Context: an optimization exercise on an open-source flow, tuned for small area and a short achievable clock period. The choices shown serve that exercise and are no tape-out recipe. The RTL was checked by simulation tests, not by an equivalence proof against the original design.

==> flow/design.v <==
module Top(
	input clk,
	input reset,
	input signed [31:0] n,
	output reg signed [31:0] c
);
	reg [6:0] x;
	wire s = n[31];
	wire [30:0] np = n[30:0] ^ {31{s}};
	wire [4:0] rem [0:29];
	wire [28:0] q;
	assign rem[0] = 5'd0;
	genvar i;
	generate
		for (i = 0; i < 29; i = i + 1) begin : div
			wire [4:0] r = rem[i];
			wire b = np[30-i];
			wire o = r[1] | r[0] | b;
			wire ge = r[4] | (r[3] & r[2] & o);    
			assign q[28-i] = ge;
			assign rem[i+1] = {r[3] ^ (ge & r[2] & o), r[2] ^ (ge & o),
			                   r[1] ^ (ge & ~r[0] & ~b), r[0] ^ (ge & ~b), b ^ ge};
		end
	endgenerate
	wire [6:0] r = {rem[29], np[1:0]};    
	wire [7:0] sm = {1'b0, x} + {1'b0, r ^ {7{s}}};
	wire ge100 = (sm >= 8'd100);
	wire le128 = (sm <= 8'd128);
	wire [6:0] xn = s ? (sm[7] ? sm[6:0] : sm[6:0] - 7'd28)
	                  : (ge100 ? sm[6:0] - 7'd100 : sm[6:0]);
	wire xz = (x == 7'd0);
	wire k0 = xz ? (~s & (r == 7'd0)) : (s ? le128 : ge100);
	wire k1 = xz & s & (r == 7'd99);
	always @(posedge clk) begin
		if (reset) begin
			x <= 7'd50;
			c <= 32'sd0;
		end else begin
			x <= xn;
			c <= c + q[24:0] + {k1, k0};
		end
	end
endmodule
clock: 76.0 ns
lec_check: 0
abc_area: 1
cap_margin: 20
core_margin: 2
core_utilization: 70
cts_buf_list: sky130_fd_sc_hd__clkbuf_8
slew_margin: 20
standard.sh (not shown) runs the stock make flow with config.mk's settings and CLKGATE_MAP_FILE= SYNTH_SCRIPT=/design/flow/synth_recipe.tcl, a recipe that flattens the netlist after the stock synthesis.
==> flow/flow/run.sh <==
#!/bin/bash
# Standard ORFS layout, except that synthesis maps the logic with an
# area-oriented ABC script and without Yosys's full-adder extraction, and
# the port buffers are the smallest buffer cell.
set -euo pipefail
W=$(pwd)
rm -rf "$W/scripts_area"
cp -r "$FLOW_HOME/scripts" "$W/scripts_area"
cp "$W/flow/abc_area.script" "$W/scripts_area/abc_area.script"
SCRIPTS_DIR="$W/scripts_area" ADDER_MAP_FILE= bash standard.sh synth > "$W/synth.log" 2>&1
export BUFFER_PORTS_ARGS="-buffer_cell sky130_fd_sc_hd__buf_1"
bash standard.sh > "$W/layout.log" 2>&1
==> flow/flow/abc_area.script <==
strash
dc2
dch -f
map -a
topo
dnsize
stime -c
Rerun with:
--- a/flow/flow/run.sh
+++ b/flow/flow/run.sh
@@ -11,2 +11,2 @@
 export BUFFER_PORTS_ARGS="-buffer_cell sky130_fd_sc_hd__buf_1"
-bash standard.sh > "$W/layout.log" 2>&1
+SETUP_SLACK_MARGIN=34 bash standard.sh > "$W/layout.log" 2>&1
CORE_UTILIZATION = 40   (was 70)
Outcome:
- flip-flop and latch count is unchanged
- hold slack is better by 0.0070 ns
- clock skew is about the same
- worst setup slack is better by 5.4 ns
- utilization drops by 22 points
- global-route usage drops by 10 points
- maximum frequency goes up by 14%
- register-to-register slack gets better by 1.1 ns
Rerun with:
==> flow/flow/run.sh (replaced) <==
#!/bin/bash
# Standard ORFS layout, except that synthesis maps the logic with an
# area-oriented ABC script and without Yosys's full-adder extraction.
set -euo pipefail
W=$(pwd)
rm -rf "$W/scripts_area"
cp -r "$FLOW_HOME/scripts" "$W/scripts_area"
cp "$W/flow/abc_area.script" "$W/scripts_area/abc_area.script"
SCRIPTS_DIR="$W/scripts_area" ADDER_MAP_FILE= bash standard.sh synth > "$W/synth.log" 2>&1
bash standard.sh > "$W/layout.log" 2>&1
CTS_BUF_LIST = unset   (was sky130_fd_sc_hd__clkbuf_8)
What happened: Via count came out lower by about 9%. Setup slack got worse by 5.5 ns. Wire length came out lower by 13%. Critical path depth came out higher by 3. Die area does not change. First-iteration DRC count came out lower by about 14%. Design area came out lower by 13%. Final cell count came out lower by about 6%. Sequential share of layout area came out higher by 1.6 points.

port drivers added, routing unchanged:
Ports are ideal in the flow. The routed layouts listed here were re-timed in OpenROAD. Step 1: set_driving_cell puts a clkbuf_16 on clk and a buf_2 on each other input, an assumption about the parent block. Step 2 moves the port delays by t, midway between the first and last clock arrival at a register: inputs arrive t later, outputs are due t later. That takes back most of the time a late clock gives input paths. a / b / c = ideal / step 1 / step 2; a / b = the first two.
run | shift t [ns] | slack for setup (ns) | hold WS [ns] | worst register clock-pin slew, ns | worst data-port slew with drivers (ns)
the first run | 0.314 | 30.452 / 30.460 / 30.146 | 0.462 / 0.462 / 0.462 | 0.07 / 0.07 | 0.03
the second run | 0.328 | 35.897 / 35.909 / 35.581 | 0.469 / 0.469 / 0.469 | 0.09 / 0.09 | 0.03
the third run | 0.314 | 30.414 / 30.430 / 30.116 | 0.511 / 0.511 / 0.511 | 0.06 / 0.06 | 0.03
After both steps setup and hold are still met in every run listed. For the second run, which loses most, drivers alone change the setup slack by +0.012 ns; drivers and shift together by -0.316 ns.
